From an optimization exercise on the open Yosys and OpenROAD flow, aimed at small area and a short achievable clock period; shortcuts taken in it are not production practice.
In this exercise RTL edits were held to simulation tests only and were not proved equivalent to the original.
No run shown here takes its clock network from TritonCTS; it comes from the design's own scripts or RTL.
No driver is modelled on the clock port, so clock power and skew are understated where the tree is cut down; a real chip needs a root buffer or a tree.

==> flow/design.v, too long to show whole: its modules and the start of the top module <==
// module mult_top: 22 lines
// module full_adder: 7 lines
// module half_adder: 7 lines
// module inverter: 6 lines
// module signed_array_mplier: 4789 lines
module mult_top (
    input             clk,
    input      [31:0] mplier,
    input      [31:0] mcand,
    output     [63:0] product
);
  // ...
==> flow/flow/run.sh <==
#!/bin/bash
# Own layout flow: the standard flow (standard.sh) with the standard
# synthesis unchanged, then the layout steps with
#  - plain buffers (buf_2) on the ports,
#  - a two-level balanced clock tree (flow/cts_own.tcl) in place of ORFS's CTS,
#  - repair_timing aiming at a slack margin below the fixed clock period, so
#    that it sizes and buffers the multiplier's critical paths.
# The output of each make run is in make_*.log here; each step's log is in
# orfs/logs/.
set -euo pipefail
export OWN_FLOW_DIR=$(pwd)/flow
bash standard.sh synth > make_synth.log 2>&1
bash standard.sh \
  SETUP_SLACK_MARGIN=21.45 \
  "BUFFER_PORTS_ARGS=-buffer_cell sky130_fd_sc_hd__buf_2" \
  PRE_CTS_TCL=$OWN_FLOW_DIR/cts_own.tcl \
  finish > make_finish.log 2>&1
==> flow/flow/cts_own.tcl <==
set own_l1 sky130_fd_sc_hd__clkbuf_8
set own_l2 sky130_fd_sc_hd__clkbuf_16
set db [ord::get_db]
set block [ord::get_db_block]
set clk_net [$block findNet clk]
set sinks {}
foreach it [$clk_net getITerms] {
  set inst [$it getInst]
  set bb [$inst getBBox]
  set x [expr {([$bb xMin] + [$bb xMax]) / 2}]
  set y [expr {([$bb yMin] + [$bb yMax]) / 2}]
  lappend sinks [list $it $x $y]
}
puts "own cts: [llength $sinks] clock sinks"

# split items (lists whose elements 1, 2 are x, y) into two halves of equal
# size along the longer side of their bounding box
proc own_halves {items} {
  set xs {}; set ys {}
  foreach s $items { lappend xs [lindex $s 1]; lappend ys [lindex $s 2] }
  set xs [lsort -integer $xs]; set ys [lsort -integer $ys]
  set idx [expr {([lindex $xs end] - [lindex $xs 0]) >= ([lindex $ys end] - [lindex $ys 0]) ? 1 : 2}]
  set sorted [lsort -integer -index $idx $items]
  set h [expr {[llength $sorted] / 2}]
  return [list [lrange $sorted 0 [expr {$h - 1}]] [lrange $sorted $h end]]
}
proc own_centroid {items} {
  set sx 0; set sy 0
  foreach s $items { incr sx [lindex $s 1]; incr sy [lindex $s 2] }
  return [list [expr {$sx / [llength $items]}] [expr {$sy / [llength $items]}]]
}
proc own_buffer {name master in_net cx cy} {
  set block [ord::get_db_block]
  set inst [odb::dbInst_create $block $master $name]
  set net [odb::dbNet_create $block "${name}_net"]
  $net setSigType CLOCK
  [$inst findITerm A] connect $in_net
  [$inst findITerm X] connect $net
  set m [$inst getMaster]
  $inst setLocation [expr {$cx - [$m getWidth] / 2}] [expr {$cy - [$m getHeight] / 2}]
  $inst setPlacementStatus PLACED
  return $net
}

set m1 [$db findMaster $own_l1]
set m2 [$db findMaster $own_l2]
set quarters {}
foreach h [own_halves $sinks] { foreach q [own_halves $h] { lappend quarters $q } }
set qi 0
foreach q $quarters {
  set eighths [own_halves $q]
  set leaves {}
  foreach e $eighths { lappend leaves [concat [own_centroid $e]] }
  # first-level buffer midway between its two second-level buffers
  set c1 [own_centroid [list [concat x [lindex $leaves 0]] [concat x [lindex $leaves 1]]]]
  set n1 [own_buffer "clkbuf_own_l1_$qi" $m1 $clk_net [lindex $c1 0] [lindex $c1 1]]
  set ei 0
  foreach e $eighths {
    set c2 [own_centroid $e]
    set n2 [own_buffer "clkbuf_own_l2_${qi}_$ei" $m2 $n1 [lindex $c2 0] [lindex $c2 1]]
    foreach s $e {
      set it [lindex $s 0]
      $it disconnect
      $it connect $n2
    }
    puts "own cts: clkbuf_own_l2_${qi}_$ei drives [llength $e] registers"
    incr ei
  }
  incr qi
}
set_propagated_clock [all_clocks]
rename clock_tree_synthesis own_unused_clock_tree_synthesis
proc clock_tree_synthesis {args} {
  puts "own cts: ORFS clock_tree_synthesis skipped, two-level tree built by flow/cts_own.tcl"
}
==> flow/standard.sh <==
#!/bin/bash
# synth_recipe.tcl (not shown) runs the flow's synth.tcl, then flattens the netlist and writes it again
# the make line also repeats each setting of config.mk as NAME=value (left out here)
make -C /OpenROAD-flow-scripts/flow DESIGN_CONFIG=/design/flow/config.mk WORK_HOME=/design/flow/orfs CLKGATE_MAP_FILE= SYNTH_SCRIPT=/design/flow/synth_recipe.tcl "${@:-finish}"
==> flow/config.mk <==
export PLATFORM = sky130hd
export DESIGN_NAME = mult_top
export DESIGN_NICKNAME = mult_top
export VERILOG_FILES = /design/flow/design.v
export SDC_FILE = /design/flow/constraint.sdc
export NUM_CORES = 4
export LEC_CHECK = 0
export ABC_AREA = 1
export CAP_MARGIN = 20
export CORE_MARGIN = 2
export CORE_UTILIZATION = 40
export SLEW_MARGIN = 20
export SYNTH_HIERARCHICAL = 1
export SYNTH_MINIMUM_KEEP_SIZE = 0
==> flow/constraint.sdc <==
create_clock -name core_clock -period 28.0 [get_ports {clk}]
set_input_delay 5.6000 -clock core_clock [delete_from_list [all_inputs] [get_ports {clk}]]
set_output_delay 5.6000 -clock core_clock [all_outputs]
set_load 0.01 [all_outputs]
==> impl_results.md, run 1 <==
* Status: complete, no violations
* Synthesized area per cell at around 8.6 sq um
* Clk slew on worst S/H paths at 80 ps
* Setup TNS at 0 ps
* Worst-Skew Late Latency at 350 ps
* Maxcap violations at 0
* EDFF count, synth at 0
* Max Slew Vio Count at 0
* Drt drc at 0
* Vias in the first global route at 24724
* Final WL at 94.14 mm
* Hold WS at 790.1 ps
* Main combinational cell family by area after synthesis: adder cells
* Compound-Gate Fraction of Synth Area at 27.72%
* # fillers at 6015
* End of the critical path: product_q[52]$_DFF_P_
* Mapped Cells at 2815
* Io pins at ~130
* Max FFs per register at between 60 and 70
* Xor and xnor area share after synthesis at 1.449%
* Arr. time, crit path at 6640 ps
* Met3 wire length at roughly 11 mm
* WP data required at 28210 ps
* Seq/total area at 10.10%
* Place WS at 20930 ps
* Share of layout cells above drive strength 1 at between 10% and 20%
* Worst Path Buf+Inv at 4
* Async set-reset flop share out of synthesis at 0%
* Worst-Margin Slew at about 1200 ps
* Cell area after synthesis at 24170 sq um
* Die Height at 249.8 um
* Cell depth of the worst setup path at 24
* Top Family by Delay on Critical Path: adder cells
* Via count at 24150
==> run 2: changes to the inputs <==
--- a/flow/flow/run.sh
+++ b/flow/flow/run.sh
@@ -11,7 +11,7 @@
 export OWN_FLOW_DIR=$(pwd)/flow
 bash standard.sh synth > make_synth.log 2>&1
 bash standard.sh \
-  SETUP_SLACK_MARGIN=21.45 \
+  SETUP_SLACK_MARGIN=21.6 \
   "BUFFER_PORTS_ARGS=-buffer_cell sky130_fd_sc_hd__buf_2" \
   PRE_CTS_TCL=$OWN_FLOW_DIR/cts_own.tcl \
   finish > make_finish.log 2>&1
==> run 2 against run 1 <==
  * Global-route usage barely moved
  * Routed wire length barely moved
  * Maximum frequency rose by 0.42%
  * Flip-flop and latch count did not move
  * Register-to-register slack improved by 210 ps
  * Synthesized area did not move
  * Synthesized cell count did not move
  * Setup slack improved by 27 ps
  * Critical path depth fell by 23
==> impl_results.md, run 2 <==
* Worst Path Buf+Inv at 1 (-3)
* First-pass GRT wire length at 143.9 mm
* Cell Rows at 90
* Arr. time, crit path at 800 ps (-5840 ps)
* FF-to-FF path depth at 24
* Yosys top cell area share at 35.36%
* Max Fclk at 156.3 MHz
* Predominant post-synthesis flop cell: dfxtp_1
* DIE WIDTH at 249.8 um
* Period utilization at 22.85%
* RSZ-0062 raised after global routing: yes
* Setup TNS at 0 ps (unchanged)
* Cts hold-fix bufs at 0
* Crit-path max FO at 1
* Worst r2r src: mcand_q[18]$_DFF_P_
* Maxcap violations at 0 (unchanged)
* Crit end category: output port
* Syn. warnings at 7
* Final WL at 94.19 mm (about the same)
* GRT Total Usage at 29.23%
* Cell area after synthesis at 24170 sq um (unchanged)
* Hold Crit Endpoint: product_q[0]$_DFF_P_
* Synth top area cells: fa_1 (35%), o22ai_1 (24%), dfxtp_1 (11%), ha_1 (7.2%), clkbuf_1 (5.1%)
* Final min period at 6399 ps
* Worst-Margin Slew at 1014 ps (-151.0 ps)
* Io pins at 129 (unchanged)
* Routed len/inst at 27.21 um
* Most common cell in the netlist: o22ai_1
* Place WS at 20930 ps (unchanged)
* Met2 usage at 47.39%
* Async set-reset flop share out of synthesis at 0% (unchanged)
* Final worst slack at 21600 ps
* Commonest non-fill, non-tap cell in the layout: o22ai_1
* Antenna diode instance count at 0
* Unique masters post-synth at 42
* Via count at 24180 (+0.12%)
* Die Height at 249.8 um (unchanged)
* Top post-synthesis cells by count: o22ai_1 (945), fa_1 (427), clkbuf_1 (327)
* Final #Nets at 3313
* Top Family by Delay on Critical Path: flip-flops
* Mapped Nets at 3446
* GRT busiest layer: met2
* Status: complete, no violations
* Worst-Skew Late Latency at 350 ps (about the same)
* Biggest register: product_q
* CP max-delay cell: dfxtp_2
* Hold Path Origin: mplier_q[1]$_DFF_P_
* Critical path cell sequence: buf_6
* Area delta synth->final at 6.780%
* Initial core utilization at 40.28%
* WP data required at 22400 ps (-5810 ps)
* Initial antenna violation count at 0
* Core area at between 60000 and 70000 sq um
* EDFF count, synth at 0 (unchanged)
* Worst Hold Path Cells at 2
* Post-DR vias/cell at 6.984
* Share of layout cells above drive strength 1 at 14.78% (+1.3 points)
* Endpoints failing hold at 0
* Global route total overflow at 0
* Routing usage on met1 at 35.81%
* Capture point of the worst reg-to-reg path: product_q[61]$_DFF_P_
* FF-to-FF setup slack at between 20000 and 25000 ps
* Setup CP Type: reg2out
* M3 GR Usage at under 10%
* Max incr delay on CP at approximately 330 ps
* Mapped Cells at 2815 (unchanged)
* Die area at 62420 sq um
* Max Slew Vio Count at 0 (unchanged)
* Starting DRT DRC Count at 3356
* Drt drc at 0 (unchanged)
* Vias in the first global route at 24791 (+0.27%)
* Max FFs per register at 64 (unchanged)
* Relative slew slack at about 32%
* DRT Pass-1 Iters at 8
* Worst Hold Class: reg2reg
* Synth Register Bits at approximately 130
* CP Launch Type: register
* Register area share after synthesis at 10.60%
* Post-route antenna net violation count at 0
* Largest net degree at the start of global routing at 39
* Placer Congestion at slightly above 1
* Post-DP HPWL at roughly 69 mm
* Setup Skew at 77.77 ps
* Synthesized area per cell at 8.588 sq um (unchanged)
* Largest regs: product_q x64, mcand_q x32, mplier_q x32
* Most frequent cells in the layout: o22ai_1 (936), fa_1 (427), nand2_1 (171), nor2_1 (166), inv_1 (166)
* Port bufs at between 100 and 150
* Clk slew on worst S/H paths at 110 ps (+30 ps)
* Leading area contributor after synthesis: fa_1
* Final Setup Violations at 0
-- run 2: how the worst max path moves through the flow --
stage               cells past startpoint                     to                   from
finish                                  1            product[29]  product_q[29]$_DFF_P_
global route                           24  product_q[61]$_DFF_P_    mplier_q[3]$_DFF_P_
CTS                                     1            product[29]  product_q[29]$_DFF_P_
detailed placement                     21  product_q[48]$_DFF_P_    mplier_q[0]$_DFF_P_
global placement                       21  product_q[48]$_DFF_P_    mplier_q[0]$_DFF_P_
floorplan                               0             product[0]   product_q[0]$_DFF_P_
-- run 2: stage by stage --
step	instance area [sq um]	util (%)	hold WS (ps)	std cells
after CTS	24980	41.62	823.4	3406
after global placement	24530	40.87	901.3	3385
after detailed placement	24530	40.87	889.7	3385
final	25810	43.01	777.3	3462
after floorplan	24170	-	594.1	2815
after global routing	25810	43.01	796.2	3462
-- run 2: area by class of cell --
| cell class | instances | area, sq um |
|---|---|---|
| Fill cell | 6003 | 34210 |
| Timing Repair Buffer | 260 | 1913 |
| Tap cell | 782 | 978.4 |
| Timing Repair inverter | 10 | 60.06 |
| Multi-Input combinational cell | 2070 | 19160 |
| Sequential cell | 128 | 2600 |
| Inverter | 200 | 848.3 |
| Buffer | 12 | 255.2 |
-- run 2: routing by layer --
metal / part of all wire, % / routed length [um]
met1: 36 / 34210
met3: 12 / 10990
met2: 45 / 42750
met5: 0 / 0
met4: 6.6 / 6226
-- run 2: kinds of logic after synthesis --
group / synth area share (%)
DFF: 10.60
and+or+nand+nor: 6.961
adders and majority gates: 42.55
AOI/OAI and AO/OA: 27.72
buffers and inverters: 10.71
xor gates and xnor gates: 1.449
-- run 2: modules after synthesis, one instance, submodules excluded, excerpt --
| module | times used | cells | flip-flops and latches |
|---|---|---|---|
| full_adder | 427 | 1 | 0 |
| half_adder | 102 | 1 | 0 |
| inverter | 48 | 1 | 0 |
| mult_top | 1 | 128 | 128 |
-- run 2: what timing repair did --
item                                    CTS  global route
pin swaps                                 1             2
resized for setup                        41            89
buffers inserted                          2            50
gates cloned                              7             5
endpoints found under the setup margin   46            56
==> run 3: changes to the inputs <==
--- a/flow/flow/run.sh
+++ b/flow/flow/run.sh
@@ -11,7 +11,7 @@
 export OWN_FLOW_DIR=$(pwd)/flow
 bash standard.sh synth > make_synth.log 2>&1
 bash standard.sh \
-  SETUP_SLACK_MARGIN=21.6 \
+  SETUP_SLACK_MARGIN=21.5 \
   "BUFFER_PORTS_ARGS=-buffer_cell sky130_fd_sc_hd__buf_2" \
   PRE_CTS_TCL=$OWN_FLOW_DIR/cts_own.tcl \
   finish > make_finish.log 2>&1
==> run 3 against run 2 <==
  * Utilization shrank 0.29 points
  * Register-to-register slack lost 140 ps
  * Cell count is essentially flat
  * Global-route usage is essentially flat
  * Final area shrank 0.67%
  * Die area is the same
  * Largest cell class unchanged
  * Via count is the same
  * Synthesized area is the same
  * Still clean
==> impl_results.md, run 3 <==
* CP Launch Type: register
* WP data required at 22400 ps (about the same)
* Area delta synth->final at 6.061%
* Routed len/inst at 27.36 um (+0.56%)
* EDFF count, synth at 0 (unchanged)
* Post-DP HPWL at 68.93 mm (unchanged)
* Synth top area cells: fa_1 (35%), o22ai_1 (24%), dfxtp_1 (11%), ha_1 (7.2%), clkbuf_1 (5.1%)
* Max incr delay on CP at 340 ps (about the same)
* Post-route antenna net violation count at 0 (unchanged)
* Antenna diode instance count at 0 (unchanged)
* Worst r2r src: mcand_q[21]$_DFF_P_
* Arr. time, crit path at 810 ps (about the same)
* Setup TNS at 0 ps (unchanged)
* Worst Path Buf+Inv at 1 (unchanged)
* Drt drc at 0 (unchanged)
* Initial antenna violation count at 0 (unchanged)
* Placer Congestion at 1.022 (unchanged)
* DIE WIDTH at 249.8 um (unchanged)
* Top Family by Delay on Critical Path: flip-flops
* Worst-Skew Late Latency at 360 ps (about the same)
* Status: complete, no violations
* Final min period at 6412 ps (+12.70 ps)
* Via count at 24180 (unchanged)
* Worst Hold Path Cells at 2 (unchanged)
* Critical path cell sequence: buf_2
* Period utilization at 22.90% (+0.045 points)
* Largest net degree at the start of global routing at 39 (unchanged)
* Final Setup Violations at 0 (unchanged)
* Relative slew slack at 32.36% (about the same)
* Unique masters post-synth at 42 (unchanged)
* Biggest register: product_q
* GRT Total Usage at 29.24% (about the same)
* Port bufs at 128 (unchanged)
* Crit end category: output port
* Worst-Margin Slew at 1013 ps (-0.3931 ps)
* Hold Path Origin: mplier_q[1]$_DFF_P_
* Capture point of the worst reg-to-reg path: product_q[52]$_DFF_P_
* Mapped Cells at 2815 (unchanged)
* Top post-synthesis cells by count: o22ai_1 (945), fa_1 (427), clkbuf_1 (327)
* Synth Register Bits at 128 (unchanged)
* FF-to-FF path depth at 23 (-4.2%)
* Die area at 62420 sq um (unchanged)
* Setup CP Type: reg2out
* Cts hold-fix bufs at 0 (unchanged)
* Clk slew on worst S/H paths at 80 ps (-30 ps)
* Vias in the first global route at 24758 (-0.13%)
* FF-to-FF setup slack at 21640 ps (-140 ps)
* CP max-delay cell: dfxtp_1
* Max FFs per register at 64 (unchanged)
* Setup Skew at 79.85 ps (+2.073 ps)
* Post-DR vias/cell at 6.988 (about the same)
* Final #Nets at 3311 (-0.060%)
* Io pins at 129 (unchanged)
* Yosys top cell area share at 35.36% (unchanged)
* Hold Crit Endpoint: product_q[0]$_DFF_P_
* Mapped Nets at 3446 (unchanged)
* Die Height at 249.8 um (unchanged)
* Maxcap violations at 0 (unchanged)
* Endpoints failing hold at 0 (unchanged)
* Most frequent cells in the layout: o22ai_1 (937), fa_1 (427), nand2_1 (171), nor2_1 (167), inv_1 (167)
* Global route total overflow at 0 (unchanged)
* Max Fclk at 156.0 MHz (-0.20%)
* Starting DRT DRC Count at 3315 (-1.2%)
* Worst Hold Class: reg2reg
* Async set-reset flop share out of synthesis at 0% (unchanged)
* Most common cell in the netlist: o22ai_1
* Syn. warnings at 7 (unchanged)
* Leading area contributor after synthesis: fa_1
* Crit-path max FO at 1 (unchanged)
* Fin util at 42.72% (-0.29 points)
* Largest regs: product_q x64, mcand_q x32, mplier_q x32
* Core area at 60020 sq um (unchanged)
* Register area share after synthesis at 10.60% (unchanged)
* RSZ-0062 raised after global routing: no
* Cell area after synthesis at 24170 sq um (unchanged)
* Share of layout cells above drive strength 1 at 13.97% (-0.81 points)
* Commonest non-fill, non-tap cell in the layout: o22ai_1
* Max Slew Vio Count at 0 (unchanged)
* Predominant post-synthesis flop cell: dfxtp_1
* First-pass GRT wire length at 143.9 mm (about the same)
* Final WL at 94.66 mm (+0.50%)
* Cell Rows at 90 (unchanged)
* Initial core utilization at 40.28% (unchanged)
* DRT Pass-1 Iters at 9 (+1)
* Synthesized area per cell at 8.588 sq um (unchanged)
-- run 3: cell types whose count changed in the layout (fill, tap and decap cells not counted), moves of 2 or more --
cell,before,now
dfxtp_1,98,116
buf_2,113,128
dfxtp_2,30,11
clkinvlp_4,30,27
buf_12,8,6
buf_6,20,6
-- run 3: worst register-to-register path: stages (launching register included) --
cell	delay (ps)
dfxtp_1	310
buf_4	310
clkinvlp_4	550
o22ai_1	370
o22ai_1	180
fa_1	490
fa_1	550
fa_1	470
fa_1	440
fa_1	520
fa_1	420
ha_1	330
nand2_1	80
nand2_1	90
a21oi_2	180
nand2_4	130
a21oi_4	180
buf_4	140
nand2_4	110
buf_4	190
nand2_1	80
nand2_1	60
nand2_1	50
nand2_1	50
-- run 3: how the worst max path moves through the flow --
stage / slack [ps] / cells after the start / endpoint / start
floorplan: 22070 / 0 / product[0] / product_q[0]$_DFF_P_
global placement: 21050 / 21 / product_q[48]$_DFF_P_ / mplier_q[0]$_DFF_P_
detailed placement: 20930 / 21 / product_q[48]$_DFF_P_ / mplier_q[0]$_DFF_P_
CTS: 21500 / 21 / product_q[48]$_DFF_P_ / mplier_q[0]$_DFF_P_
global route: 21460 / 26 / product_q[48]$_DFF_P_ / mplier_q[1]$_DFF_P_
finish: 21590 / 1 / product[32] / product_q[32]$_DFF_P_
-- run 3: Yosys stat by module, one instance, submodules excluded, excerpt --
| module | cell area, sq um | cells | copies in the design |
|---|---|---|---|
| full_adder | 20.02 | 1 | 427 |
| half_adder | 12.51 | 1 | 102 |
| inverter | 3.754 | 1 | 48 |
| mult_top | 2562 | 128 | 1 |
-- run 3: logic make-up after synthesis --
family | after synthesis | synth area share [%]
adder cells (fa/ha/maj) | 566 | 42.55
flip-flops | 128 | 10.60
buffers and inverters | 617 | 10.71
XOR/XNOR | 40 | 1.449
AO/OA/AOI/OAI | 1059 | 27.72
AND/OR/NAND/NOR | 405 | 6.961
-- run 3: layout make-up --
class / instances / area [sq um]
plain buffers: 12 / 255.2
repair buffers: 258 / 1775
multi-input cells: 2071 / 19160
repair inverters: 9 / 50.05
well taps: 782 / 978.4
flip-flops and latches: 128 / 2580
fillers: 6012 / 34380
inverters: 200 / 844.6
-- run 3: through the flow --
step                worst slack (ps)  cells  hold WS (ps)  cell area, sq um
floorplan                      22070   2815         594.1             24170
finish                         21590   3460         782.8             25640
detailed placement             20930   3385         889.7             24530
global route                   21460   3460         796.2             25640
global placement               21050   3385         901.3             24530
CTS                            21500   3405         816.7             24930
-- run 3: what timing repair did --
item / 4_1_cts / 5_1_grt
pin swaps: 0 / 4
endpoints found under the setup margin: 33 / 30
gates resized for setup: 31 / 59
cloned: 7 / 5
setup buffers: 1 / 49
-- run 3: layer usage --
metal  up-vias  GRT usage (%)  part of all wire (%)
li1       9907              -                     -
met1     11808          35.82                    36
met2      1985          47.41                    45
met3       480          7.196                    12
met4         0          15.89                   6.5
met5         -              0                     0
==> run 4: changes to the inputs <==
--- a/flow/flow/run.sh
+++ b/flow/flow/run.sh
@@ -11,7 +11,7 @@
 export OWN_FLOW_DIR=$(pwd)/flow
 bash standard.sh synth > make_synth.log 2>&1
 bash standard.sh \
-  SETUP_SLACK_MARGIN=21.5 \
+  SETUP_SLACK_MARGIN=21.35 \
   "BUFFER_PORTS_ARGS=-buffer_cell sky130_fd_sc_hd__buf_2" \
   PRE_CTS_TCL=$OWN_FLOW_DIR/cts_own.tcl \
   finish > make_finish.log 2>&1
==> run 4 against run 3 <==
  * Still clean
  * Register-to-register slack worse by 120 ps
  * Flip-flop and latch count unchanged
  * Sequential share of layout area is 0.18 points higher
  * Final area down 1.9%
  * Via count decreased by 1.5%
  * Cell count down 1.0%
  * Utilization shrank 0.79 points
==> impl_results.md, run 4 <==
* Leading area contributor after synthesis: fa_1
* CP max-delay cell: inv_1
* Share of layout cells above drive strength 1 at 11.96% (-2.0 points)
* Most frequent cells in the layout: o22ai_1 (939), fa_1 (427), inv_1 (181), nand2_1 (171), nor2_1 (169)
* Finished Cell Area at 25160 sq um (-1.9%)
* Fin util at 41.93% (-0.79 points)
* Mapped Cells at 2815 (unchanged)
* Predominant post-synthesis flop cell: dfxtp_1
* Starting DRT DRC Count at 3082 (-7.0%)
* Crit end category: register
* Die area at 62420 sq um (unchanged)
* Biggest register: product_q
* Cts hold-fix bufs at 0 (unchanged)
* Routed len/inst at 27.24 um (-0.44%)
* # fillers at 6035 (+0.38%)
* Storage cell area at 2576 sq um (-0.15%)
* Drt drc at 0 (unchanged)
* Worst Hold Class: reg2reg
* Async set-reset flop share out of synthesis at 0% (unchanged)
* Final min period at 6477 ps (+65.10 ps)
* Commonest non-fill, non-tap cell in the layout: o22ai_1
* Yosys top cell area share at 35.36% (unchanged)
* Area of the multi-input gates at 19070 sq um (-0.43%)
* Mapped Nets at 3446 (unchanged)
* Placed Cells at 3385 (unchanged)
* Top post-synthesis cells by count: o22ai_1 (945), fa_1 (427), clkbuf_1 (327)
* Arr. time, crit path at 6690 ps (+5880 ps)
* Clk slew on worst S/H paths at 80 ps (about the same)
* Period utilization at 23.13% (+0.23 points)
* Setup CP Type: reg2reg
* Cell area after synthesis at 24170 sq um (unchanged)
* EDFF count, synth at 0 (unchanged)
* Placer Congestion at 1.022 (unchanged)
* Io pins at 129 (unchanged)
* WP data required at 28210 ps (+5810 ps)
* CP startpoint: mcand_q[28]$_DFF_P_
* Via count at 23825 (-1.5%)
* Largest net degree at the start of global routing at 39 (unchanged)
* Area delta synth->final at 4.094%
* Dpl cell area at 24530 sq um (unchanged)
* Most common cell in the netlist: o22ai_1
* Worst Path Buf+Inv at 4 (+3)
* Synthesized area per cell at 8.588 sq um (unchanged)
* Die Height at 249.8 um (unchanged)
* Final WL at 93.29 mm (-1.4%)
* Setup TNS at 0 ps (unchanged)
* Initial antenna violation count at 0 (unchanged)
* Syn. warnings at 7 (unchanged)
* Max Fclk at 154.4 MHz (-1.0%)
* Setup Skew at 73.39 ps (-6.460 ps)
* Vias in the first global route at 24724 (-0.14%)
* Synth top area cells: fa_1 (35%), o22ai_1 (24%), dfxtp_1 (11%), ha_1 (7.2%), clkbuf_1 (5.1%)
* Critical path cell sequence: buf_4 -> inv_1 -> nor2_1 -> o32ai_1 -> fa_1 -> fa_1 -> fa_1 -> fa_1 -> fa_1 -> fa_1 -> ha_1 -> nand2_1 -> inv_1 -> nand2_1 -> nand2_1 -> a21oi_2 -> nand2_4 -> nand2_2 -> nand2_4 -> buf_4 -> nand2_1 -> nand2_1 -> nand2_1 -> nand2_1
* Port bufs at 128 (unchanged)
* Final #Nets at 3276 (-1.1%)
* Maxcap violations at 0 (unchanged)
* Top Family by Delay on Critical Path: adder cells
* Global route total overflow at 0 (unchanged)
* Final Setup Violations at 0 (unchanged)
* Post-DP HPWL at 68.93 mm (unchanged)
* Endpoints failing hold at 0 (unchanged)
* RSZ-0062 raised after global routing: no
* Worst r2r src: mcand_q[28]$_DFF_P_
* Crit-path max FO at 17 (+16)
* Relative slew slack at 27.98% (-4.4 points)
* Synth Register Bits at 128 (unchanged)
* Post-route antenna net violation count at 0 (unchanged)
* CP Launch Type: register
* Status: complete, no violations
* Max FFs per register at 64 (unchanged)
* GRT Total Usage at 29.08% (-0.16 points)
* First-pass GRT wire length at 143.3 mm (-0.41%)
* Core area at 60020 sq um (unchanged)
* Max incr delay on CP at 560 ps (+220 ps)
* Unique masters post-synth at 42 (unchanged)
* Worst-Skew Late Latency at 350 ps (about the same)
* DRT Pass-1 Iters at 8 (-1)
* Initial core utilization at 40.28% (unchanged)
* Worst-Margin Slew at 1079 ps (+65.65 ps)
* Hold Path Origin: mplier_q[1]$_DFF_P_
* Post-DR vias/cell at 6.956 (-0.46%)
* Register area share after synthesis at 10.60% (unchanged)
* Critical path's most frequent cell: nand2_1
* Post-route insts no fill at 3425 (-1.0%)
* Antenna diode instance count at 0 (unchanged)
* Max Slew Vio Count at 0 (unchanged)
* Largest regs: product_q x64, mcand_q x32, mplier_q x32
* DIE WIDTH at 249.8 um (unchanged)
* Cell Rows at 90 (unchanged)
run 4: worst paths after layout:
kind                            slack, ps                     to  depth (start not counted)
worst max-delay path                21520  product_q[52]$_DFF_P_                         24
worst min-delay path                  780   product_q[0]$_DFF_P_                          2
worst max register to register      21520  product_q[52]$_DFF_P_                         24
worst min register to register        780   product_q[0]$_DFF_P_                          2
run 4: cell type report:
cell class / count / share of cell area, %
Multi-Input combinational cell: 2070 / 75.80
Timing Repair inverter: 6 / 0.1193
Sequential cell: 128 / 10.24
Timing Repair Buffer: 227 / 5.798
Buffer: 12 / 1.014
Tap cell: 782 / 3.888
Inverter: 200 / 3.147
run 4: Yosys stat by module, one instance, submodules excluded, a selection:
| module | flip-flops and latches | area (sq um) | cells inside |
|---|---|---|---|
| mult_top | 128 | 2562 | 128 |
| full_adder | 0 | 20.02 | 1 |
| half_adder | 0 | 12.51 | 1 |
| inverter | 0 | 3.754 | 1 |
run 4: per-stage QoR:
step	worst slack, ps	hold slack [ps]
6_report	21520	783.9
5_1_grt	21330	811.1
4_1_cts	21380	844.2
3_5_place_dp	20930	889.7
3_3_place_gp	21050	901.3
2_1_floorplan	22070	594.1
run 4: layer usage:
metal,up-vias,GRT usage (%),part of all wire [%]
met5,-,0,0
met4,0,15.89,6.8
met3,489,7.186,12
met2,1889,47.24,45
met1,11618,35.48,36
li1,9829,-,-
run 4: cells by family after synthesis:
logic type	Yosys count	share of synthesized area (%)
flip-flops	128	10.60
AO/OA/AOI/OAI	1059	27.72
XOR/XNOR	40	1.449
AND/OR/NAND/NOR	405	6.961
buffers and inverters	617	10.71
adder cells (fa/ha/maj)	566	42.55
run 4: what timing repair did:
item / in CTS / in global routing
gates resized for setup: 13 / 37
setup endpoints to repair: 31 / 33
buffers inserted: 1 / 20
cloned: 2 / 4
pin swaps: 0 / 1
run 4: worst min-delay path, cell delays in order (launching register included):
cell	delay, ps
dfxtp_1	360
buf_12	210
ha_1	180
==> run 5: changes to the inputs <==
--- a/flow/flow/run.sh
+++ b/flow/flow/run.sh
@@ -11,7 +11,7 @@
 export OWN_FLOW_DIR=$(pwd)/flow
 bash standard.sh synth > make_synth.log 2>&1
 bash standard.sh \
-  SETUP_SLACK_MARGIN=21.35 \
+  SETUP_SLACK_MARGIN=21.55 \
   "BUFFER_PORTS_ARGS=-buffer_cell sky130_fd_sc_hd__buf_2" \
   PRE_CTS_TCL=$OWN_FLOW_DIR/cts_own.tcl \
   finish > make_finish.log 2>&1
==> run 5 against run 4 <==
  * Still clean on timing, DRC and antenna
  * Maximum frequency up 1.1%
  * Via count rose by 1.4%
  * Routed wire length up 0.43%
  * Register-to-register slack better by 180 ps
==> impl_results.md, run 5 <==
* Final #Nets at 3296 (+0.61%)
* Placer Congestion at 1.022 (unchanged)
* Final Setup Violations at 0 (unchanged)
* Post-route antenna net violation count at 0 (unchanged)
* Synth top area cells: fa_1 (35%), o22ai_1 (24%), dfxtp_1 (11%), ha_1 (7.2%), clkbuf_1 (5.1%)
* Starting DRT DRC Count at 3210 (+4.2%)
* Synthesized area per cell at 8.588 sq um (unchanged)
* Syn. warnings at 7 (unchanged)
* Endpoints failing hold at 0 (unchanged)
* Die Height at 249.8 um (unchanged)
* Cell Rows at 90 (unchanged)
* Critical path cell sequence: buf_2
* EDFF count, synth at 0 (unchanged)
* Largest net degree at the start of global routing at 39 (unchanged)
* Die area at 62420 sq um (unchanged)
* Worst r2r src: mcand_q[12]$_DFF_P_
* Area delta synth->final at 5.481%
* Clk slew on worst S/H paths at 100 ps (+20 ps)
* Max FFs per register at 64 (unchanged)
* Final min period at 6405 ps (-72.00 ps)
* Hold WS at 789.5 ps (+5.586 ps)
* Async set-reset flop share out of synthesis at 0% (unchanged)
* Routed len/inst at 27.20 um (-0.16%)
* Mapped Cells at 2815 (unchanged)
* Max incr delay on CP at 330 ps (-230 ps)
* First-pass GRT wire length at 143.9 mm (+0.40%)
* Worst-Margin Slew at 1017 ps (-62.33 ps)
* Drt drc at 0 (unchanged)
* Hold Path Origin: mplier_q[1]$_DFF_P_
* FF-to-FF setup slack at 21700 ps (+180 ps)
* Post-DP HPWL at 68.93 mm (unchanged)
* Initial core utilization at 40.28% (unchanged)
* Relative slew slack at 32.14% (+4.2 points)
* CP max-delay cell: dfxtp_1
* Io pins at 129 (unchanged)
* RSZ-0062 raised after global routing: yes
* Mapped Nets at 3446 (unchanged)
* Unique masters post-synth at 42 (unchanged)
* Crit end category: output port
* Vias in the first global route at 24789 (+0.26%)
* Synth Register Bits at 128 (unchanged)
* Leading area contributor after synthesis: fa_1
* GRT Total Usage at 29.23% (+0.15 points)
* CP Launch Type: register
* Register area share after synthesis at 10.60% (unchanged)
* Most frequent cells in the layout: o22ai_1 (938), fa_1 (427), nand2_1 (171), inv_1 (170), nor2_1 (167)
* Worst Hold Class: reg2reg
* Final WL at 93.69 mm (+0.43%)
* Worst-Skew Late Latency at 350 ps (about the same)
* Commonest non-fill, non-tap cell in the layout: o22ai_1
* Setup Skew at 75.75 ps (+2.362 ps)
* Top Family by Delay on Critical Path: flip-flops
* Period utilization at 22.87% (-0.26 points)
* DIE WIDTH at 249.8 um (unchanged)
* Setup TNS at 0 ps (unchanged)
* Predominant post-synthesis flop cell: dfxtp_1
* Largest regs: product_q x64, mcand_q x32, mplier_q x32
* Max Slew Vio Count at 0 (unchanged)
* Maxcap violations at 0 (unchanged)
* Initial antenna violation count at 0 (unchanged)
* CP startpoint: product_q[29]$_DFF_P_
* Worst Path Buf+Inv at 1 (-3)
* WP data required at 22400 ps (-5810 ps)
* Crit-path max FO at 1 (-16)
* Arr. time, crit path at 800 ps (-5890 ps)
* Max Fclk at 156.1 MHz (+1.1%)
* Global route total overflow at 0 (unchanged)
* Most common cell in the netlist: o22ai_1
* Top post-synthesis cells by count: o22ai_1 (945), fa_1 (427), clkbuf_1 (327)
* Cell area after synthesis at 24170 sq um (unchanged)
* Setup CP Type: reg2out
* Share of layout cells above drive strength 1 at 13.33% (+1.4 points)
* Core area at 60020 sq um (unchanged)
* Yosys top cell area share at 35.36% (unchanged)
* DRT Pass-1 Iters at 6 (-2)
* Post-DR vias/cell at 7.014 (+0.83%)
* Biggest register: product_q
* Antenna diode instance count at 0 (unchanged)
* Port bufs at 128 (unchanged)
* Via count at 24163 (+1.4%)
* Status: complete, no violations
[run 5: worst paths after layout]
kind                                end  depth (start not counted)
setup / recovery            product[29]                          1
hold / removal     product_q[0]$_DFF_P_                          2
setup reg to reg  product_q[61]$_DFF_P_                         24
hold reg to reg    product_q[0]$_DFF_P_                          2
[run 5: routing by layer]
metal	track usage, %	share of wire (%)	vias to the layer above
met2	47.39	45	2047
met4	15.96	6.6	0
met3	7.155	12	482
met5	0	0	-
met1	35.81	36	11762
li1	-	-	9872
[run 5: kinds of logic (layout without fill, tap and decap cells)]
logic type	after synthesis	after routing	synth area share [%]
AOI/OAI and AO/OA	1059	1059	27.72
buffers and inverters	617	465	10.71
adders and majority gates	566	566	42.55
and+or+nand+nor	405	405	6.961
DFF	128	128	10.60
xor gates and xnor gates	40	40	1.449
[run 5: through the flow]
| stage | utilization, % | std cells | area [sq um] | setup slack (ps) |
|---|---|---|---|---|
| CTS | 41.58 | 3406 | 24960 | 21550 |
| finish | 42.48 | 3445 | 25500 | 21600 |
| global route | 42.48 | 3445 | 25500 | 21510 |
| floorplan | - | 2815 | 24170 | 22070 |
| global placement | 40.87 | 3385 | 24530 | 21050 |
| detailed placement | 40.87 | 3385 | 24530 | 20930 |
[run 5: layout make-up]
| class | count | area, sq um |
|---|---|---|
| inverter | 200 | 837.1 |
| fill | 6014 | 34520 |
| multi-input combinational | 2070 | 19130 |
| tap | 782 | 978.4 |
| sequential | 128 | 2579 |
| timing repair buffer | 244 | 1667 |
| buffer | 12 | 255.2 |
| timing repair inverter | 9 | 52.55 |
[run 5: per-module statistics from Yosys, one instance, submodules excluded, excerpt]
| module | cell area (sq um) | cells | flip-flops and latches |
|---|---|---|---|
| full_adder | 20.02 | 1 | 0 |
| half_adder | 12.51 | 1 | 0 |
| inverter | 3.754 | 1 | 0 |
| mult_top | 2562 | 128 | 128 |
[run 5: timing repair]
action                                  4_1_cts  5_1_grt
pin swaps                                     1        1
endpoints found under the hold margin         0        0
setup buffers                                 2       35
resized for setup                            32       51
hold buffers                                  0        0
endpoints found under the setup margin       33       31
gates cloned                                  7        3
==> run 6: changes to the inputs <==
--- a/flow/flow/run.sh
+++ b/flow/flow/run.sh
@@ -14,4 +14,5 @@
   SETUP_SLACK_MARGIN=21.55 \
   "BUFFER_PORTS_ARGS=-buffer_cell sky130_fd_sc_hd__buf_2" \
   PRE_CTS_TCL=$OWN_FLOW_DIR/cts_own.tcl \
+  SKIP_GATE_CLONING=1 \
   finish > make_finish.log 2>&1
==> run 6 against run 5 <==
  * Routed wire length grew 0.26%
  * Maximum frequency is essentially flat
  * Flip-flop and latch count is the same
  * Synthesized cell count is the same
  * Critical path depth is the same
  * First-iteration DRC count shrank 4.5%
  * Setup slack gained 2.6 ps
  * Cell count grew 0.20%
  * Synthesized area is the same
  * Clock skew shrank 1.6 ps
==> impl_results.md, run 6 <==
* Status: complete, no violations
* Starting DRT DRC Count at 3066 (-4.5%)
* Yosys top cell area share at 35.36% (unchanged)
* Worst-Skew Late Latency at 350 ps (about the same)
* Placed Cells at 3385 (unchanged)
* CP max-delay cell: dfxtp_1
* Async set-reset flop share out of synthesis at 0% (unchanged)
* Crit-path max FO at 1 (unchanged)
* Mapped Nets at 3446 (unchanged)
* GRT Total Usage at 29.22% (about the same)
* First-pass GRT wire length at 143.9 mm (about the same)
* Post-route antenna net violation count at 0 (unchanged)
* Largest regs: product_q x64, mcand_q x32, mplier_q x32
* Synth top area cells: fa_1 (35%), o22ai_1 (24%), dfxtp_1 (11%), ha_1 (7.2%), clkbuf_1 (5.1%)
* Arr. time, crit path at 800 ps (about the same)
* Initial antenna violation count at 0 (unchanged)
* Setup Skew at 74.13 ps (-1.619 ps)
* DIE WIDTH at 249.8 um (unchanged)
* Core area at 60020 sq um (unchanged)
* RSZ-0062 raised after global routing: yes
* Relative slew slack at 30.74% (-1.4 points)
* Unique masters post-synth at 42 (unchanged)
* Post-route insts no fill at 3452 (+0.20%)
* Area of the multi-input gates at 19110 sq um (about the same)
* # fillers at 6000 (-0.23%)
* Final #Nets at 3303 (+0.21%)
* Endpoints failing hold at 0 (unchanged)
* Share of layout cells above drive strength 1 at 13.41% (+0.077 points)
* Predominant post-synthesis flop cell: dfxtp_1
* Worst Hold Class: reg2reg
* CP Launch Type: register
* Post-DR vias/cell at 6.982 (-0.45%)
* Final Setup Violations at 0 (unchanged)
* Initial core utilization at 40.28% (unchanged)
* Finished Cell Area at 25560 sq um (+0.24%)
* Io pins at 129 (unchanged)
* Most common cell in the netlist: o22ai_1
* Syn. warnings at 7 (unchanged)
* Final WL at 93.93 mm (+0.26%)
* Period utilization at 22.86% (about the same)
* Routed len/inst at 27.21 um (about the same)
* DRT Pass-1 Iters at 9 (+3)
* Fin util at 42.58% (+0.10 points)
* Via count at 24103 (-0.25%)
* Port bufs at 128 (unchanged)
* Max Fclk at 156.2 MHz (about the same)
* Cell Rows at 90 (unchanged)
* WP data required at 22400 ps (about the same)
* Biggest register: product_q
* Largest net degree at the start of global routing at 38 (-2.6%)
* Worst-Margin Slew at 1038 ps (+21.04 ps)
* Setup TNS at 0 ps (unchanged)
* Vias in the first global route at 24740 (-0.20%)
* Cell area after synthesis at 24170 sq um (unchanged)
* Dpl cell area at 24530 sq um (unchanged)
* Synthesized area per cell at 8.588 sq um (unchanged)
* Placer Congestion at 1.022 (unchanged)
* Crit end category: output port
* Top post-synthesis cells by count: o22ai_1 (945), fa_1 (427), clkbuf_1 (327)
* Critical path cell sequence: buf_2
* Register area share after synthesis at 10.60% (unchanged)
* Setup CP Type: reg2out
* Cts hold-fix bufs at 0 (unchanged)
* Die Height at 249.8 um (unchanged)
* Max FFs per register at 64 (unchanged)
* Commonest non-fill, non-tap cell in the layout: o22ai_1
* Die area at 62420 sq um (unchanged)
* EDFF count, synth at 0 (unchanged)
* Leading area contributor after synthesis: fa_1
* Storage cell area at 2580 sq um (about the same)
* Most frequent cells in the layout: o22ai_1 (938), fa_1 (427), nand2_1 (171), nor2_1 (169), inv_1 (169)
* Synth Register Bits at 128 (unchanged)
* Max incr delay on CP at 330 ps (about the same)
* Antenna diode instance count at 0 (unchanged)
* Post-DP HPWL at 68.93 mm (unchanged)
* Max Slew Vio Count at 0 (unchanged)
* Final min period at 6402 ps (-2.600 ps)
* Global route total overflow at 0 (unchanged)
* Clk slew on worst S/H paths at 100 ps (about the same)
* Worst Path Buf+Inv at 1 (unchanged)
* Top Family by Delay on Critical Path: flip-flops
* Mapped Cells at 2815 (unchanged)
* Area delta synth->final at 5.729%
* Drt drc at 0 (unchanged)
* Maxcap violations at 0 (unchanged)
[run 6: changes by cell type in the layout (fill, tap and decap cells not counted), moves of 2 or more]
cell	previous run	this run
buf_4	102	110
buf_6	3	11
clkinvlp_2	6	0
clkinvlp_4	26	24
dfxtp_2	13	11
ha_1	137	139
ha_2	2	0
nor2_1	167	169
nor2_2	3	1
[run 6: worst paths after layout]
kind | start | endpoint | slack, ps | cells after the start
setup / recovery | product_q[29]$_DFF_P_ | product[29] | 21600 | 1
hold / removal | mplier_q[1]$_DFF_P_ | product_q[0]$_DFF_P_ | 950 | 3
setup reg to reg | mcand_q[20]$_DFF_P_ | product_q[61]$_DFF_P_ | 21760 | 24
hold reg to reg | mplier_q[1]$_DFF_P_ | product_q[0]$_DFF_P_ | 950 | 3
[run 6: cell type report]
type,count,share of cell area [%]
Multi-Input combinational cell,2070,74.78
Timing Repair Buffer,260,7.010
Inverter,200,3.290
Tap cell,782,3.828
Sequential cell,128,10.09
Buffer,12,0.9986
[run 6: kinds of logic after synthesis]
| family | count (synthesis) | share of synthesized area [%] |
|---|---|---|
| AOI/OAI and AO/OA | 1059 | 27.72 |
| xor gates and xnor gates | 40 | 1.449 |
| adders and majority gates | 566 | 42.55 |
| buffers and inverters | 617 | 10.71 |
| DFF | 128 | 10.60 |
| and+or+nand+nor | 405 | 6.961 |
[run 6: layer usage]
metal	routed length (um)	part of all wire [%]	GRT usage (%)
met1	34160	36	35.70
met2	42560	45	47.56
met5	0	0	0
met3	11000	12	7.061
met4	6215	6.6	15.94
[run 6: timing repair]
| item | in CTS | in global routing |
|---|---|---|
| setup endpoints to repair | 33 | 35 |
| buffers inserted | 9 | 45 |
| resized for setup | 28 | 47 |
| pin swaps | 1 | 0 |
[run 6: per-module statistics from Yosys, one instance, submodules excluded, a selection]
module | copies in the design | cells inside | cell area, sq um | flops+latches
mult_top | 1 | 128 | 2562 | 128
half_adder | 102 | 1 | 12.51 | 0
inverter | 48 | 1 | 3.754 | 0
full_adder | 427 | 1 | 20.02 | 0
[run 6: stage by stage]
stage,hold WS (ps),setup WS (ps)
after floorplan,594.1,22070
after global placement,901.3,21050
after detailed placement,889.7,20930
after CTS,814.6,21550
after global routing,976.0,21530
final,953.3,21600
==> run 7: changes to the inputs <==
--- a/flow/flow/run.sh
+++ b/flow/flow/run.sh
@@ -14,5 +14,4 @@
   SETUP_SLACK_MARGIN=21.55 \
   "BUFFER_PORTS_ARGS=-buffer_cell sky130_fd_sc_hd__buf_2" \
   PRE_CTS_TCL=$OWN_FLOW_DIR/cts_own.tcl \
-  SKIP_GATE_CLONING=1 \
   finish > make_finish.log 2>&1
--- a/flow/config.mk
+++ b/flow/config.mk
@@ -8,7 +8,7 @@
 export ABC_AREA = 1
 export CAP_MARGIN = 20
 export CORE_MARGIN = 2
-export CORE_UTILIZATION = 40
+export CORE_UTILIZATION = 50
 export SLEW_MARGIN = 20
 export SYNTH_HIERARCHICAL = 1
 export SYNTH_MINIMUM_KEEP_SIZE = 0
==> run 7 against run 6 <==
  * Still clean on timing, DRC and antenna
  * Cell count fell by 5.0%
  * Die area is 20% lower
  * First-iteration DRC count rose by 7.8%
  * Clock skew shrank 17 ps
  * Sequential share of layout area increased by 0.063 points
  * Hold slack lost 66 ps
  * Global-route usage rose by 7.9 points
  * Synthesized area is the same
  * Critical path type unchanged
==> impl_results.md, run 7 <==
* Status: complete, no violations
* Most frequent cells in the layout: o22ai_1 (939), fa_1 (422), inv_1 (174), nand2_1 (172), nor2_1 (167)
* Hold Path Origin: mplier_q[1]$_DFF_P_
* Max Slew Vio Count at 0 (unchanged)
* Global route total overflow at 0 (unchanged)
* Hold Crit Endpoint: product_q[0]$_DFF_P_
* Critical path cell sequence: buf_2
* Worst Path Buf+Inv at 1 (unchanged)
* Synth top area cells: fa_1 (35%), o22ai_1 (24%), dfxtp_1 (11%), ha_1 (7.2%), clkbuf_1 (5.1%)
* Largest net degree at the start of global routing at 39 (+2.6%)
* Via count at 24085 (-0.075%)
* Placed Cells at 3224 (-4.8%)
* Top sig layer: met4
* Worst r2r src: mcand_q[13]$_DFF_P_
* DIE WIDTH at 223.9 um (-10%)
* Die area at 50120 sq um (-20%)
* Setup CP Type: reg2out
* Fin util at 53.05% (+10 points)
* Mapped Nets at 3446 (unchanged)
* Share of layout cells above drive strength 1 at 13.14% (-0.27 points)
* Max incr delay on CP at 330 ps (about the same)
* RSZ-0062 raised after global routing: no
* Placer Congestion at 1.013 (-0.90%)
* Relative slew slack at 26.96% (-3.8 points)
* EDFF count, synth at 0 (unchanged)
* Synthesized area per cell at 8.588 sq um (unchanged)
* Setup Skew at 57.51 ps (-16.62 ps)
* Worst Hold Class: reg2reg
* Post-DP HPWL at 68.62 mm (-0.45%)
* Predominant post-synthesis flop cell: dfxtp_1
* Final #Nets at 3297 (-0.18%)
* Leading area contributor after synthesis: fa_1
* Worst Hold Path Cells at 2 (-1)
* Vias in the first global route at 24649 (-0.37%)
* Die Height at 223.9 um (-10%)
* Largest regs: product_q x64, mcand_q x32, mplier_q x32
* Port bufs at 128 (unchanged)
* Cts hold-fix bufs at 0 (unchanged)
* Post-route insts no fill at 3280 (-5.0%)
* Biggest register: product_q
* Arr. time, crit path at 780 ps (-20 ps)
* Max Fclk at 156.7 MHz (+0.29%)
* Max FFs per register at 64 (unchanged)
* FF-to-FF setup slack at 21760 ps (about the same)
* Register area share after synthesis at 10.60% (unchanged)
* WL met1 at 33.73 mm (-1.3%)
* Capture point of the worst reg-to-reg path: product_q[57]$_DFF_P_
* Final min period at 6383 ps (-18.60 ps)
* Crit end category: output port
* Unique masters post-synth at 42 (unchanged)
* Clk slew on worst S/H paths at 110 ps (about the same)
* # fillers at 4519 (-25%)
* Post-route antenna net violation count at 0 (unchanged)
* Worst-Margin Slew at 1094 ps (+56.59 ps)
* Top Family by Delay on Critical Path: flip-flops
* Commonest non-fill, non-tap cell in the layout: o22ai_1
* Met2 WL post-DR at 41.92 mm (-1.5%)
* Crit-path max FO at 1 (unchanged)
* Syn. warnings at 7 (unchanged)
* Top post-synthesis cells by count: o22ai_1 (945), fa_1 (427), clkbuf_1 (327)
* Cell Rows at 80 (-11%)
* Starting DRT DRC Count at 3304 (+7.8%)
* Initial core utilization at 50.63% (+10 points)
* CP Launch Type: register
* Async set-reset flop share out of synthesis at 0% (unchanged)
* Cell area after synthesis at 24170 sq um (unchanged)
* Final WL at 94.03 mm (about the same)
* FF-to-FF path depth at 24 (unchanged)
* Worst-Skew Late Latency at 340 ps (about the same)
* Initial antenna violation count at 1 (+1)
* DRT Pass-1 Iters at 7 (-2)
* GRT Total Usage at 37.13% (+7.9 points)
* Area delta synth->final at 4.772%
* First-pass GRT wire length at 144.5 mm (+0.39%)
* Yosys top cell area share at 35.36% (unchanged)
* Io pins at 129 (unchanged)
* Hold WS at 887.0 ps (-66.29 ps)
* Endpoints failing hold at 0 (unchanged)
* Setup TNS at 0 ps (unchanged)
* Drt drc at 0 (unchanged)
* Most common cell in the netlist: o22ai_1
* Final Setup Violations at 0 (unchanged)
* Met3 wire length at 12.08 mm (+9.9%)
* Synth Register Bits at 128 (unchanged)
* Routed len/inst at 28.67 um (+5.3%)
* Core area at 47750 sq um (-20%)
* Post-DR vias/cell at 7.343 (+5.2%)
* Period utilization at 22.80% (-0.066 points)
* WP data required at 22400 ps (about the same)
* CP max-delay cell: dfxtp_1
* Maxcap violations at 0 (unchanged)
* Mapped Cells at 2815 (unchanged)
==> run 7: cell count changes in the layout (fill, tap and decap cells not counted), sizes merged <==
| cell | delta |
|---|---|
| diode | +1 |
| buf | -13 |
| clkinv | -1 |
| clkinvlp | -1 |
| clkbuf | +2 |
| inv | +7 |
==> run 7: per-stage QoR <==
stage | setup WS [ps] | instance area, sq um
2_1_floorplan | 22070 | 24170
3_3_place_gp | 21280 | 24370
3_5_place_dp | 21140 | 24370
4_1_cts | 21570 | 24780
5_1_grt | 21560 | 25330
6_report | 21620 | 25330
==> run 7: logic make-up after synthesis <==
family / share of synthesized area (%)
adders and majority gates: 42.55
buffers and inverters: 10.71
AOI/OAI and AO/OA: 27.72
DFF: 10.60
xor gates and xnor gates: 1.449
and+or+nand+nor: 6.961
==> run 7: layer usage <==
layer / up-vias / global-route usage [%]
li1: 9860 / -
met1: 11609 / 46.23
met2: 2081 / 59.19
met3: 535 / 11.57
met4: 0 / 16.92
met5: - / 0
==> run 7: layout make-up <==
class	instances	area (sq um)	area share, %
Tap cell	615	769.5	3.038
Timing Repair Buffer	249	1749	6.906
Antenna cell	1	2.502	0.009880
Timing Repair inverter	5	32.53	0.1284
Multi-Input combinational cell	2070	19130	75.52
Inverter	200	818.3	3.231
Sequential cell	128	2572	10.16
Buffer	12	255.2	1.008
==> run 7: worst min-delay path, stage by stage, from the launching register on <==
cell,delay (ps)
dfxtp_2,410
clkbuf_16,200
ha_1,170
==> run 7: modules after synthesis (local to each module, per instance), a selection <==
module / times used / flip-flops and latches
half_adder: 102 / 0
mult_top: 1 / 128
full_adder: 427 / 0
inverter: 48 / 0
==> run 7: repair_timing <==
item | in CTS | in global routing
pin swaps | 1 | 4
gates resized for setup | 21 | 70
setup buffers | 6 | 29
gates cloned | 5 | 2
hold endpoints to repair | 0 | 0
endpoints found under the setup margin | 24 | 36
==> run 7: how the worst max path moves through the flow <==
stage | startpoint | to | cells past startpoint
after floorplan | product_q[0]$_DFF_P_ | product[0] | 0
after global placement | mplier_q[1]$_DFF_P_ | product_q[48]$_DFF_P_ | 25
after detailed placement | mplier_q[1]$_DFF_P_ | product_q[48]$_DFF_P_ | 25
after CTS | mplier_q[1]$_DFF_P_ | product_q[57]$_DFF_P_ | 27
after global routing | mcand_q[12]$_DFF_P_ | product_q[57]$_DFF_P_ | 29
final | product_q[26]$_DFF_P_ | product[26] | 1

## afterwards: timing with drivers on the ports
The results above use ideal ports. As a check the final layouts listed here were re-extracted and re-timed, cells and wires unchanged.
Step 1, drivers: a clkbuf_16 drives clk and a buf_2 each remaining input, both assumed.
Step 2 adds t to the input delays and takes it off the output delays; t is the mean of the earliest and latest rising clock arrival at the registers after step 1. Input paths then give back, and output paths get back, about the clock's delay inside the block.
Three values: ideal ports, drivers, drivers and shift; two values: the first two.
run | shift t [ns] | setup slack, ns | hold slack, ns | clock arrival spread, ns | worst data-port slew with drivers (ns)
run 1 | 0.444 | 21.574 / 21.462 / 21.574 | 0.790 / 0.790 / 0.790 | 0.076 / 0.076 | 0.04
run 2 | 0.442 | 21.601 / 21.475 / 21.776 | 0.777 / 0.777 / 0.777 | 0.080 / 0.080 | 0.04
run 3 | 0.442 | 21.589 / 21.464 / 21.642 | 0.783 / 0.783 / 0.783 | 0.081 / 0.081 | 0.04
run 4 | 0.444 | 21.523 / 21.463 / 21.523 | 0.784 / 0.784 / 0.784 | 0.075 / 0.075 | 0.04
run 5 | 0.440 | 21.595 / 21.470 / 21.704 | 0.789 / 0.789 / 0.789 | 0.078 / 0.078 | 0.04
run 6 | 0.441 | 21.598 / 21.471 / 21.763 | 0.953 / 0.953 / 0.953 | 0.076 / 0.076 | 0.04
run 7 | 0.429 | 21.617 / 21.497 / 21.755 | 0.887 / 0.887 / 0.887 | 0.058 / 0.058 | 0.03
After both steps setup and hold are still met in every run listed.
